Source: an optimization exercise on an open RTL-to-GDS flow (aim: small area). Production flows keep margins and buffers that such runs may drop. Only simulation tests tie the RTL to the original design; equivalence was not proved. Power and IR drop assume default switching activity.

==> flow/design.v <==
module utile_To_Pulse(
	input		clk,
	input		signal_in,
	output	reg	pulse_out
	);
	reg		temp_state;
	always	@(posedge clk)	begin
		temp_state	<= signal_in;
		pulse_out	<= signal_in & ~temp_state;
	end
endmodule
module Grar_Box_6b_2_12b(
	input				clk,
	input				rst,
	input				ce,			 
	input				rise,		 
	input		[5:0]	data_in,
	input				order,
	output	reg [11:0]	data_out
	);
	reg		[5:0]	w;
	reg				o1;
	always	@(posedge clk)	begin
		if (ce) begin
			w	<= data_in;
			o1	<= order;
		end
	end
	wire	[5:0]	hi = order ? data_in : (o1 ? data_out[11:6] : w);
	wire	[5:0]	lo = order ? (o1 ? w : data_out[5:0]) : data_in;
	always	@(posedge clk)	begin
		if (rst)
			data_out <= 12'd0;
		else if (rise)
			data_out <= {hi, lo};
	end
endmodule
module add_operation
(
	input				rst,
	input 				clk,
	input				ce,			 
	input				pc,			 
	input				chg,		 
	input 		[10:0]	add_times,
	input				at_nz,		 
	input				en,
	input		[11:0]	data_in,
	output	wire [22:0]	res,
	output	reg			res_ok
	);
	reg		[10:0]	cnt_add;
	reg		[11:0]	sum_lo;
	reg		[10:0]	sum_hi;
	reg				carry;
	reg		[22:0]	res_q;
	reg				flag_add_times_changed;
	assign	res = res_q;
	wire	clr  = ~en | flag_add_times_changed;
	wire	lt   = cnt_add < add_times;
	wire	run  = ~clr & ~pc;
	wire	keep = ~ce | (run & lt);
	wire	add  = ce & run;
	wire	ld   = ce & run & ~lt;
	wire	[12:0]	sum_plus = {1'b0, sum_lo} + {1'b0, data_in};
	wire	[10:0]	cnt_inc = cnt_add + 11'd1;
	always	@(posedge clk)	begin
		sum_lo	<= (sum_lo & {12{~ce}}) | (sum_plus[11:0] & {12{ce & run & lt}})
				 | (data_in & {12{ce & run & ~lt}});
		carry	<= ce & run & lt & sum_plus[12];
		sum_hi		<= keep ? sum_hi + {10'd0, carry} : 11'd0;
		cnt_add		<= (cnt_add & {11{~ce}}) | (cnt_inc & {11{ce & run & lt}})
					 | {10'd0, ce & ~clr & pc & at_nz};
	end
	always	@(posedge clk)	begin
		if (rst) begin
			flag_add_times_changed <= 1'b0;
			res_ok		<= 1'b0;
		end
		else begin
			if (ce)
				flag_add_times_changed <= en & chg;
			if (ce & clr)
				res_ok	<= 1'b0;
			else if (ld)
				res_ok	<= 1'b1;
		end
	end
	always	@(posedge clk)	begin
		if (ld)
			res_q <= {sum_hi, sum_lo};
	end
endmodule
module Data_processing
	(
	input		wire			clk,
	input		wire			rst,
	input		wire	[367:0]	res_all,	 
	input		wire	[15:0]	res_ok,
	input		wire			en_trans,
	input		wire			S_AXIS_tready,
	output		wire	[3:0]	S_AXIS_tkeep,
	output		wire			S_AXIS_tlast,
	output		wire			S_AXIS_tvalid,
	output		wire	[31:0]	S_AXIS_tdata
	);
	localparam	IDLE = 2'b00, LAST = 2'b01, WAIT = 2'b10, BEAT = 2'b11;
	wire			en_pulse;
	reg		[1:0]	state;
	reg		[15:0]	sel;
	reg		[22:0]	beat_data;
	wire	[3:0]	cnt_ch;
	assign	cnt_ch[0] = sel[1] | sel[3] | sel[5] | sel[7] | sel[9] | sel[11] | sel[13] | sel[15];
	assign	cnt_ch[1] = sel[2] | sel[3] | sel[6] | sel[7] | sel[10] | sel[11] | sel[14] | sel[15];
	assign	cnt_ch[2] = |sel[7:4] | (|sel[15:12]);
	assign	cnt_ch[3] = |sel[15:8];
	assign S_AXIS_tkeep  = 4'b1111;
	assign S_AXIS_tvalid = state[0];
	assign S_AXIS_tlast  = state[0];
	assign S_AXIS_tdata  = {cnt_ch & {4{state[0]}}, 5'd0, beat_data & {23{state[0]}}};
	utile_To_Pulse u_to_pulse_en(
		.clk		(clk),
		.signal_in	(en_trans),
		.pulse_out	(en_pulse)
	);
	reg		[22:0]	sel_res;
	integer	i;
	always @(*) begin
		sel_res = 23'd0;
		for (i = 0; i < 16; i = i + 1)
			sel_res = sel_res | (res_all[i*23 +: 23] & {23{sel[i] & res_ok[i]}});
	end
	always @(posedge clk) begin
		if (rst) begin
			state	<= IDLE;
			sel		<= 16'd1;
		end
		else if (!state[1]) begin
			sel		<= 16'd1;
			state	<= (en_pulse && S_AXIS_tready) ? WAIT : IDLE;
		end
		else if (S_AXIS_tready) begin
			if (state == WAIT)
				state	<= sel[15] ? LAST : BEAT;
			else begin
				state	<= WAIT;
				sel		<= {sel[14:0], sel[15]};
			end
		end
	end
	always @(posedge clk) begin
		if (state == WAIT && S_AXIS_tready)
			beat_data	<= sel_res;
	end
endmodule
module ad9637_datapath (
	input	wire			clk,
	input	wire			rst,			 
	input	wire			adc0_word_valid,	 
	input	wire	[47:0]	adc0_word,			 
	input	wire			adc1_word_valid,
	input	wire	[47:0]	adc1_word,
	input	wire	[15:0]	bit_order,
	input	wire	[15:0]	en_data_process,
	input	wire			en_trans,
	input	wire	[10:0]	add_times_cfg,
	input	wire			debug_choise,
	output	wire	[5:0]	led_data_show,
	input	wire			M_AXIS_tready,
	output	wire	[3:0]	M_AXIS_tkeep,
	output	wire			M_AXIS_tlast,
	output	wire			M_AXIS_tvalid,
	output	wire	[31:0]	M_AXIS_tdata,
	output	wire			M_AXIS_aresetn
);
	assign	led_data_show[5:0] = (debug_choise == 1'b1) ? adc1_word[5:0] : adc0_word[5:0];
	assign	M_AXIS_aresetn = ~rst;
	reg		[1:0]	phase;
	reg		[1:0]	pc;
	reg		[10:0]	add_times_copy0, add_times_copy1;
	wire	[1:0]	valid = {adc1_word_valid, adc0_word_valid};
	wire	[1:0]	first = ~phase;
	wire	[1:0]	rise  = valid & phase & {2{~rst}};
	wire	[1:0]	chg;
	assign	chg[0] = add_times_cfg != add_times_copy0;
	assign	chg[1] = add_times_cfg != add_times_copy1;
	always @(posedge clk) begin
		if (rst) begin
			phase <= 2'b00;
			pc <= 2'b11;
		end
		else begin
			phase <= phase ^ valid;
			pc <= pc & ~rise;
		end
		if (rst | rise[0])
			add_times_copy0 <= add_times_cfg;
		if (rst | rise[1])
			add_times_copy1 <= add_times_cfg;
	end
	wire	[95:0]	word = {adc1_word, adc0_word};
	wire	[191:0]	sample;
	wire	[367:0]	res_all;
	wire	[15:0]	res_ok;
	genvar	g;
	generate
		for (g = 0; g < 16; g = g + 1) begin: gen_ch
			Grar_Box_6b_2_12b GB(
				.clk		(clk),
				.rst		(rst),
				.ce			(first[g/8]),
				.rise		(rise[g/8]),
				.data_in	(word[g*6 +: 6]),
				.order		(bit_order[g]),
				.data_out	(sample[g*12 +: 12])
			);
			add_operation ACC(
				.rst		(rst),
				.clk		(clk),
				.ce			(rise[g/8]),
				.pc			(pc[g/8]),
				.chg		(chg[g/8]),
				.at_nz		(|add_times_cfg),
				.add_times	(add_times_cfg),
				.en			(en_data_process[g]),
				.data_in	(sample[g*12 +: 12]),
				.res		(res_all[g*23 +: 23]),
				.res_ok		(res_ok[g])
			);
		end
	endgenerate
	Data_processing	u_data_processing(
		.clk			(clk),
		.rst			(rst),
		.res_all		(res_all),
		.res_ok			(res_ok),
		.en_trans		(en_trans),
		.S_AXIS_tready	(M_AXIS_tready),
		.S_AXIS_tkeep	(M_AXIS_tkeep),
		.S_AXIS_tlast	(M_AXIS_tlast),
		.S_AXIS_tvalid	(M_AXIS_tvalid),
		.S_AXIS_tdata	(M_AXIS_tdata)
	);
endmodule
==> flow/config.mk <==
export PLATFORM = sky130hd
export DESIGN_NAME = ad9637_datapath
export DESIGN_NICKNAME = ad9637_datapath
export VERILOG_FILES = /design/flow/design.v
export SDC_FILE = /design/flow/constraint.sdc
export NUM_CORES = 4
export LEC_CHECK = 0
export CAP_MARGIN = 20
export CORE_MARGIN = 2
export CORE_UTILIZATION = 70
export CTS_CLUSTER_DIAMETER = 80
export CTS_CLUSTER_SIZE = 25
export GPL_TIMING_DRIVEN = 0
export PLACE_DENSITY = 0.78
export SETUP_SLACK_MARGIN = 0.03
export SLEW_MARGIN = 20
==> flow/constraint.sdc <==
create_clock -name core_clock -period 5.0 [get_ports {clk}]
set_input_delay 1.0000 -clock core_clock [delete_from_list [all_inputs] [get_ports {clk}]]
set_output_delay 1.0000 -clock core_clock [all_outputs]
set_load 0.01 [all_outputs]
standard.sh (not shown) runs the stock make flow with config.mk's settings and CLKGATE_MAP_FILE= SYNTH_SCRIPT=/design/flow/synth_recipe.tcl, a recipe that flattens the netlist after the stock synthesis.
==> flow/flow/run.sh <==
#!/bin/bash
# Layout flow: the standard synthesis, then the combinational logic re-mapped
# for area by Yosys/ABC (flip-flops untouched), then the standard ORFS layout
# with the port buffers made from buf_2. Each tool's output goes to a log here.
set -euo pipefail
W=$PWD
R=$W/orfs/results/sky130hd/ad9637_datapath/base
BP="BUFFER_PORTS_ARGS=-buffer_cell sky130_fd_sc_hd__buf_1"
LIB=$FLOW_HOME/platforms/sky130hd/lib/sky130_fd_sc_hd__tt_025C_1v80.lib
bash standard.sh "$BP" synth > make_synth.log 2>&1
cp "$R/1_2_yosys.v" "$W/std_1_2_yosys.v"
sed -e "s#@LIB@#$LIB#g" -e "s#@IN@#$W/std_1_2_yosys.v#" -e "s#@OUT@#$W/remap_1_2_yosys.v#" \
    -e "s#@ABC@#$W/flow/area.abc#" flow/remap.ys > remap_run.ys
yosys -s remap_run.ys > yosys_remap.log 2>&1
cp "$W/remap_1_2_yosys.v" "$R/1_2_yosys.v"
rm -f "$R/1_synth.odb" "$R/1_synth.sdc"
bash standard.sh "$BP" finish > make_finish.log 2>&1
==> flow/flow/area.abc <==
strash
dch -f
amap
strash
dch -f
amap
strash
dch -f
amap
strash
dch -f
amap
strash
dch -f
amap
strash
dch -f
amap
strash
dch -f
amap
strash
dch -f
amap
strash
dch -f
amap
strash
dch -f
amap
strash
dch -f
amap
strash
dch -f
amap
strash
dch -f
amap
strash
dch -f
amap
strash
dch -f
amap
strash
dch -f
amap
topo
==> flow/flow/remap.ys <==
# Re-map the combinational logic of the standard synthesis for area. The
# flip-flops (and tie cells) stay as the standard synthesis made them, with
# the same instance names and cell types.
read_liberty -ignore_miss_func @LIB@
read_verilog @IN@
hierarchy -top ad9637_datapath
setattr -mod -set keep_hierarchy 1 sky130_fd_sc_hd__df* sky130_fd_sc_hd__edf* sky130_fd_sc_hd__conb_1
flatten
blackbox sky130_fd_sc_hd__*
opt_clean -purge
abc -liberty @LIB@ -script @ABC@ -dont_use *lpflow* -dont_use *probe*
opt_clean -purge
read_liberty -lib -ignore_redef @LIB@
hilomap -singleton -hicell sky130_fd_sc_hd__conb_1 HI -locell sky130_fd_sc_hd__conb_1 LO
splitnets
opt_clean -purge
check -assert
stat -liberty @LIB@
write_verilog -noattr -nohex -nodec @OUT@
Edit:
--- a/flow/flow/run.sh
+++ b/flow/flow/run.sh
@@ -8 +8 @@
-BP="BUFFER_PORTS_ARGS=-buffer_cell sky130_fd_sc_hd__buf_1"
+BP="BUFFER_PORTS_ARGS=-buffer_cell sky130_fd_sc_hd__buf_2"
Settings changed: CORE_UTILIZATION 70 to 40, CTS_BUF_LIST set to sky130_fd_sc_hd__clkbuf_8, CTS_CLUSTER_DIAMETER 80 to 50, CTS_CLUSTER_SIZE 25 to 14, PLACE_DENSITY 0.78 to unset, SETUP_SLACK_MARGIN 0.03 to 0.1.
=>
- synthesized area does not change
- non-clock buffer count came out higher by 5
- via count decreases by 2.3%
- flip-flop and latch count stays the same
- cell count came out higher by 13%
- worst setup slack improves by 0.080 ns
- synthesized cell count does not change
- routed wire length rose by 8.5%
Edit:
Settings changed: CTS_BUF_LIST sky130_fd_sc_hd__clkbuf_8 to unset, CTS_CLUSTER_DIAMETER 50 to 80, CTS_CLUSTER_SIZE 14 to 25, SETUP_SLACK_MARGIN 0.1 to 0.03.
The new run completed without violations.
Cell count shrinks by 1.8%.
Fmax goes down by 2.1%.
Die area is unchanged.
Global-route usage decreases by 0.41 points.
Wire length went down by 0.96%.
First-iteration DRC count grows by 3.8%.
Total power drops by 5.5%.
Critical path depth falls by 2.
Register-to-register slack improves by 0.13 ns.
Edit:
--- a/flow/flow/run.sh
+++ b/flow/flow/run.sh
@@ -4 +4 @@
-# with the port buffers made from buf_2. Each tool's output goes to a log here.
+# with the port buffers made from buf_1. Each tool's output goes to a log here.
@@ -8 +8 @@
-BP="BUFFER_PORTS_ARGS=-buffer_cell sky130_fd_sc_hd__buf_2"
+BP="BUFFER_PORTS_ARGS=-buffer_cell sky130_fd_sc_hd__buf_1"
Settings changed: CORE_UTILIZATION 40 to 70, PLACE_DENSITY set to 0.78.
What happened: Core utilization rises by 32 points. Power falls by a few percent. Global-route usage rises by 15 points. Worst setup slack gains 0.022 ns.
Edit:
==> flow/run.sh (new file) <==
#!/bin/bash
# synth_recipe.tcl (not shown) runs the flow's synth.tcl, then flattens the netlist and writes it again
# the make line also repeats each setting of config.mk as NAME=value (left out here)
make -C /OpenROAD-flow-scripts/flow DESIGN_CONFIG=/design/flow/config.mk WORK_HOME=/design/flow/orfs CLKGATE_MAP_FILE= SYNTH_SCRIPT=/design/flow/synth_recipe.tcl finish
Settings changed: GPL_TIMING_DRIVEN 0 to unset, SETUP_SLACK_MARGIN 0.03 to 0.1.
removed: flow/flow/run.sh
removed: flow/flow/area.abc
removed: flow/flow/remap.ys
removed: flow/standard.sh
Outcome: Global-route usage drops by 3.4 points; final cell count came out higher by 1.9%; via count hardly moves; power falls by 2.6%.
Edit:
==> flow/flow/run.sh (new file) <==
#!/bin/bash
# Layout flow: the standard synthesis, then the combinational logic re-mapped
# for area by Yosys/ABC (flip-flops untouched), then the standard ORFS layout
# with the port buffers made from buf_2. Each tool's output goes to a log here.
set -euo pipefail
W=$PWD
R=$W/orfs/results/sky130hd/ad9637_datapath/base
BP="BUFFER_PORTS_ARGS=-buffer_cell sky130_fd_sc_hd__buf_1"
LIB=$FLOW_HOME/platforms/sky130hd/lib/sky130_fd_sc_hd__tt_025C_1v80.lib
bash standard.sh "$BP" synth > make_synth.log 2>&1
cp "$R/1_2_yosys.v" "$W/std_1_2_yosys.v"
sed -e "s#@LIB@#$LIB#g" -e "s#@IN@#$W/std_1_2_yosys.v#" -e "s#@OUT@#$W/remap_1_2_yosys.v#" \
    -e "s#@ABC@#$W/flow/area.abc#" flow/remap.ys > remap_run.ys
yosys -s remap_run.ys > yosys_remap.log 2>&1
cp "$W/remap_1_2_yosys.v" "$R/1_2_yosys.v"
rm -f "$R/1_synth.odb" "$R/1_synth.sdc"
bash standard.sh "$BP" finish > make_finish.log 2>&1
==> flow/flow/area.abc (new file) <==
strash
dch -f
amap
strash
dch -f
amap
strash
dch -f
amap
strash
dch -f
amap
strash
dch -f
amap
strash
dch -f
amap
strash
dch -f
amap
strash
dch -f
amap
strash
dch -f
amap
strash
dch -f
amap
strash
dch -f
amap
strash
dch -f
amap
strash
dch -f
amap
strash
dch -f
amap
strash
dch -f
amap
strash
dch -f
amap
topo
==> flow/flow/remap.ys (new file) <==
# Re-map the combinational logic of the standard synthesis for area. The
# flip-flops (and tie cells) stay as the standard synthesis made them, with
# the same instance names and cell types.
read_liberty -ignore_miss_func @LIB@
read_verilog @IN@
hierarchy -top ad9637_datapath
setattr -mod -set keep_hierarchy 1 sky130_fd_sc_hd__df* sky130_fd_sc_hd__edf* sky130_fd_sc_hd__conb_1
flatten
blackbox sky130_fd_sc_hd__*
opt_clean -purge
abc -liberty @LIB@ -script @ABC@ -dont_use *lpflow* -dont_use *probe*
opt_clean -purge
read_liberty -lib -ignore_redef @LIB@
hilomap -singleton -hicell sky130_fd_sc_hd__conb_1 HI -locell sky130_fd_sc_hd__conb_1 LO
splitnets
opt_clean -purge
check -assert
stat -liberty @LIB@
write_verilog -noattr -nohex -nodec @OUT@
==> flow/standard.sh (new file) <==
#!/bin/bash
# synth_recipe.tcl (not shown) runs the flow's synth.tcl, then flattens the netlist and writes it again
# the make line also repeats each setting of config.mk as NAME=value (left out here)
make -C /OpenROAD-flow-scripts/flow DESIGN_CONFIG=/design/flow/config.mk WORK_HOME=/design/flow/orfs CLKGATE_MAP_FILE= SYNTH_SCRIPT=/design/flow/synth_recipe.tcl "${@:-finish}"
Settings changed: CORE_UTILIZATION 70 to 40, GPL_TIMING_DRIVEN set to 0, PLACE_DENSITY 0.78 to unset, SETUP_SLACK_MARGIN 0.1 to 0.03.
removed: flow/run.sh
What happened: Design area goes down by roughly a tenth. Non-clock buffer count is lower by 48. Setup slack is worse by 0.89 ns. Clock-buffer cell count went down by 4. Synthesized area goes down by roughly a tenth. Die area rises by well over a third. Power grows by roughly a tenth. Register-to-register slack got worse by 1.0 ns. Wire length grows by a few percent. Global-route usage came out lower by 12 points. Fmax shrinks by about a fifth.

[re-timing with driven ports]
The flow's constraints put no driver on any port. The routed layouts listed below were extracted and timed again, unchanged, in two steps.
Step 1 sets driving cells, clkbuf_16 on the clock port and buf_2 on the other inputs (assumed; they add their load-dependent delay and slew).
Step 2, shift: input delay + t, output delay - t, t = (earliest + latest rising clock arrival at the registers) / 2. This alone moves slack from input paths to output paths.
Slacks: ideal ports / drivers / drivers and shift; pairs: ideal ports / drivers.
run | t, ns | slack for setup (ns) | slew at the worst register clock pin (ns)
the first run | 0.757 | 0.225 / 0.278 / -0.479 | 0.11 / 0.11
the second run | 0.980 | 0.305 / 0.346 / -0.634 | 0.10 / 0.10
the third run | 0.768 | 0.203 / 0.241 / -0.528 | 0.11 / 0.11
the fourth run | 0.757 | 0.225 / 0.278 / -0.479 | 0.11 / 0.11
the fifth run | 0.763 | 1.122 / 1.169 / 0.406 | 0.11 / 0.11
the sixth run | 0.760 | 0.234 / 0.282 / -0.479 | 0.11 / 0.11
With both steps, setup timing fails in 5 of these runs, where it was met with ideal ports. The setup slack of the second run, which loses most, moves by +0.041 ns with the drivers and by -0.939 ns with both steps.
